Background: an optimization exercise with open tools, aiming at small area and a short achievable clock period. Do not read the settings as production practice.
Function was checked by simulation only, so behaviour that the tests miss may differ from the original.
No activity file was given, so power comes from the tool's default toggle rates.

// pipeline
module pipeline(
input clk,
input rst,
input en,
output [31:0] imem_addr,
input  [31:0] imem_data,
output [31:0] dmem_addr,
output [31:0] dmem_wdata,
output dmem_we,
output dmem_re,
input  [31:0] dmem_rdata,
output wb_en,
output [4:0] wb_reg,
output [31:0] wb_data
  );
For scale: about 4200 cells after synthesis, roughly 1300 flip-flops, ~200 I/O pins.
clock: 70.0 ns
lec_check: 0
cap_margin: 10
core_margin: 2
core_utilization: 55
cts_cluster_diameter: 100
cts_cluster_size: 20
slew_margin: 10
synth_hierarchical: 1
standard.sh (not shown) runs the stock make flow with config.mk's settings and CLKGATE_MAP_FILE= SYNTH_SCRIPT=/design/flow/synth_recipe.tcl, a recipe that flattens the netlist after the stock synthesis.
==> flow/flow/run.sh <==
#!/bin/bash
# The standard layout (standard.sh), with plain buf_2 cells as the port
# buffers instead of the delay cells buffer_ports picks by default. Every
# ORFS step writes its full log under orfs/logs/; make's output is in make.log.
set -euo pipefail
export BUFFER_PORTS_ARGS="-buffer_cell sky130_fd_sc_hd__buf_2"
bash standard.sh > make.log 2>&1
==> next run, changes <==
- CORE_UTILIZATION: 55 -> 62
After rerunning:
- hold slack gets worse by 3.4 ps
- non-clock buffer count decreases by 10
- synthesized cell count does not change
- final area shrinks slightly
- clock skew decreases by 15 ps
- die area fell by roughly a tenth
- first-iteration DRC count grows by roughly a tenth
- count of clock-buffer cells in the layout came out higher by 4
- total power goes down slightly
- maximum frequency hardly moves
- area after synthesis stays the same


Another version of the RTL of pipeline (not shown whole).
For scale: ~200 I/O pins, about 61,000 sq um of cells after synthesis.
Settings: LEC_CHECK=0, CAP_MARGIN=10, CORE_MARGIN=2, CORE_UTILIZATION=62, CTS_CLUSTER_DIAMETER=90, CTS_CLUSTER_SIZE=26, SLEW_MARGIN=10, SYNTH_HIERARCHICAL=1; clock period 70.0 ns.
==> flow/flow/run.sh <==
#!/bin/bash
# The standard layout (standard.sh), with two changes:
#  - plain buf_2 cells as the port buffers instead of the delay cells that
#    buffer_ports picks by default;
#  - after placement, the en port's buffer is upsized to buf_8 and the
#    placement legalized again (flow/upsize_en.tcl), then the standard flow
#    continues from CTS.
# Every ORFS step writes its full log under orfs/logs/; make's output is in
# make_place.log and make.log, the resize step's in upsize_en.log.
set -euo pipefail
export BUFFER_PORTS_ARGS="-buffer_cell sky130_fd_sc_hd__buf_2"
bash standard.sh place > make_place.log 2>&1
PLACE_ODB="orfs/results/${FLOW_PLATFORM:-sky130hd}/pipeline/base/3_place.odb" \
  openroad -no_init -exit flow/upsize_en.tcl > upsize_en.log 2>&1
bash standard.sh > make.log 2>&1
==> flow/flow/upsize_en.tcl <==
# Upsize the buffer on the en input port. en reaches wb_en, dmem_we and dmem_re
# through one AND gate each, and that input-to-output path sets the achieved
# clock period; the port buffer also drives en's other few loads.
read_db $::env(PLACE_ODB)
set db [ord::get_db]
set block [ord::get_db_block]
set master [$db findMaster sky130_fd_sc_hd__buf_8]
set net [[$block findBTerm en] getNet]
foreach iterm [$net getITerms] {
  set inst [$iterm getInst]
  set m [[$inst getMaster] getName]
  puts "en drives [$inst getName] ($m)"
  if {[string match "sky130_fd_sc_hd__buf_*" $m]} {
    $inst swapMaster $master
    puts "resized [$inst getName] to sky130_fd_sc_hd__buf_8"
  }
}
detailed_placement
check_placement -verbose
write_db $::env(PLACE_ODB)
Rerun with:
==> flow/flow/run.sh (replaced) <==
#!/bin/bash
# The standard layout (standard.sh), with plain buf_2 cells as the port
# buffers instead of the delay cells buffer_ports picks by default. Every
# ORFS step writes its full log under orfs/logs/; make's output is in make.log.
set -euo pipefail
export BUFFER_PORTS_ARGS="-buffer_cell sky130_fd_sc_hd__buf_2"
bash standard.sh > make.log 2>&1
- CORE_UTILIZATION: 62 -> 55
removed: flow/flow/upsize_en.tcl
Worst setup slack degrades by 0.077 ns.
Power increases by 0.82%.
Clock-buffer cell count stays the same.
Routed wire length grows by 3.0%.
First-iteration DRC count fell by 6.2%.
Sequential power is about the same.
Global-route usage goes down by 3.6 points.
Rerun with:
==> flow/flow/run.sh (replaced) <==
#!/bin/bash
# The standard layout (standard.sh), with two changes:
#  - plain buf_2 cells as the port buffers instead of the delay cells that
#    buffer_ports picks by default;
#  - after placement, the cells on the en-to-output paths are upsized and the
#    placement legalized again (flow/upsize_en.tcl), then the standard flow
#    continues from CTS.
# Every ORFS step writes its full log under orfs/logs/; make's output is in
# make_place.log and make.log, the resize step's in upsize_en.log.
set -euo pipefail
export BUFFER_PORTS_ARGS="-buffer_cell sky130_fd_sc_hd__buf_2"
bash standard.sh place > make_place.log 2>&1
PLACE_ODB="orfs/results/${FLOW_PLATFORM:-sky130hd}/pipeline/base/3_place.odb" \
  openroad -no_init -exit flow/upsize_en.tcl > upsize_en.log 2>&1
bash standard.sh > make.log 2>&1
==> flow/flow/upsize_en.tcl (new file) <==
# Upsize the cells on the en-to-output paths. en reaches wb_en, dmem_we and
# dmem_re through one AND gate each, and those input-to-output paths set the
# achieved clock period: the en port's buffer becomes buf_8, and each of those
# AND gates and output port buffers one size up.
read_db $::env(PLACE_ODB)
set db [ord::get_db]
set block [ord::get_db_block]

proc driver_of {net} {
  foreach iterm [$net getITerms] {
    if {[$iterm isOutputSignal]} { return [$iterm getInst] }
  }
  return ""
}

set net [[$block findBTerm en] getNet]
foreach iterm [$net getITerms] {
  set inst [$iterm getInst]
  set m [[$inst getMaster] getName]
  if {[string match "sky130_fd_sc_hd__buf_*" $m]} {
    $inst swapMaster [$db findMaster sky130_fd_sc_hd__buf_8]
    puts "resized [$inst getName] ($m) to sky130_fd_sc_hd__buf_8"
  }
}
foreach port {wb_en dmem_we dmem_re} {
  set obuf [driver_of [[$block findBTerm $port] getNet]]
  if {$obuf eq ""} { continue }
  set m [[$obuf getMaster] getName]
  if {$m eq "sky130_fd_sc_hd__buf_2"} {
    $obuf swapMaster [$db findMaster sky130_fd_sc_hd__buf_4]
    puts "resized [$obuf getName] ($m) to sky130_fd_sc_hd__buf_4"
  }
  set in [$obuf findITerm A]
  set gate [driver_of [$in getNet]]
  if {$gate eq ""} { continue }
  set m [[$gate getMaster] getName]
  if {$m eq "sky130_fd_sc_hd__and2_1"} {
    $gate swapMaster [$db findMaster sky130_fd_sc_hd__and2_2]
    puts "resized [$gate getName] ($m) to sky130_fd_sc_hd__and2_2"
  }
}
detailed_placement
check_placement -verbose
write_db $::env(PLACE_ODB)
- CORE_UTILIZATION: 55 -> 62
Result: The changed run went through all stages and came out clean. Power went down by 0.80%. Count of clock-buffer cells in the layout does not change. Worst setup slack gains 0.025 ns. Non-clock buffer count goes down by 7. Design area decreases by 0.70%. Wire length falls by 2.8%. Sequential power stays flat.
Rerun with:
==> flow/flow/run.sh (replaced) <==
#!/bin/bash
# The standard layout (standard.sh), with plain buf_2 cells as the port
# buffers instead of the delay cells buffer_ports picks by default. Every
# ORFS step writes its full log under orfs/logs/; make's output is in make.log.
set -euo pipefail
export BUFFER_PORTS_ARGS="-buffer_cell sky130_fd_sc_hd__buf_2"
bash standard.sh > make.log 2>&1
removed: flow/flow/upsize_en.tcl
Result:
- The new run finished with timing, DRC and antenna clean
- worst hold slack is about the same
- power stays flat
- cell area stays flat

==> static timing again, ports no longer ideal <==
No port has a modelled driver above. Below, the same layouts with a new extraction and two added sets of constraints.
Step 1 sets driving cells, clkbuf_16 on the clock port and buf_2 on the other inputs (assumed; they add their load-dependent delay and slew).
Step 2 times the ports against the registers' clock, not the clock port: input delays grow and output delays shrink by t, the midpoint of the rising clock arrivals with the driver on.
Slacks: ideal ports / drivers / drivers and shift; pairs: ideal ports / drivers.
| run | shift t [ns] | setup WS [ns] | worst setup path at the end | worst data-port slew with drivers (ns) |
|---|---|---|---|---|
| the first run of note 1 | 0.764 | 41.434 / 41.408 / 41.408 | input to output | 0.05 |
| the second run of note 1 | 0.762 | 41.425 / 41.405 / 41.405 | input to output | 0.05 |
| the first run of note 2 | 0.797 | 41.606 / 41.558 / 41.558 | input to output | 0.06 |
| the second run of note 2 | 0.818 | 41.529 / 41.509 / 41.509 | input to output | 0.10 |
| the third run of note 2 | 0.794 | 41.554 / 41.507 / 41.507 | input to output | 0.06 |
| the fourth run of note 2 | 0.797 | 41.540 / 41.521 / 41.521 | input to output | 0.04 |
After both steps setup and hold are still met in every run listed. For the first run of note 2, which loses most, drivers alone change the setup slack by -0.048 ns; drivers and shift together by -0.048 ns.
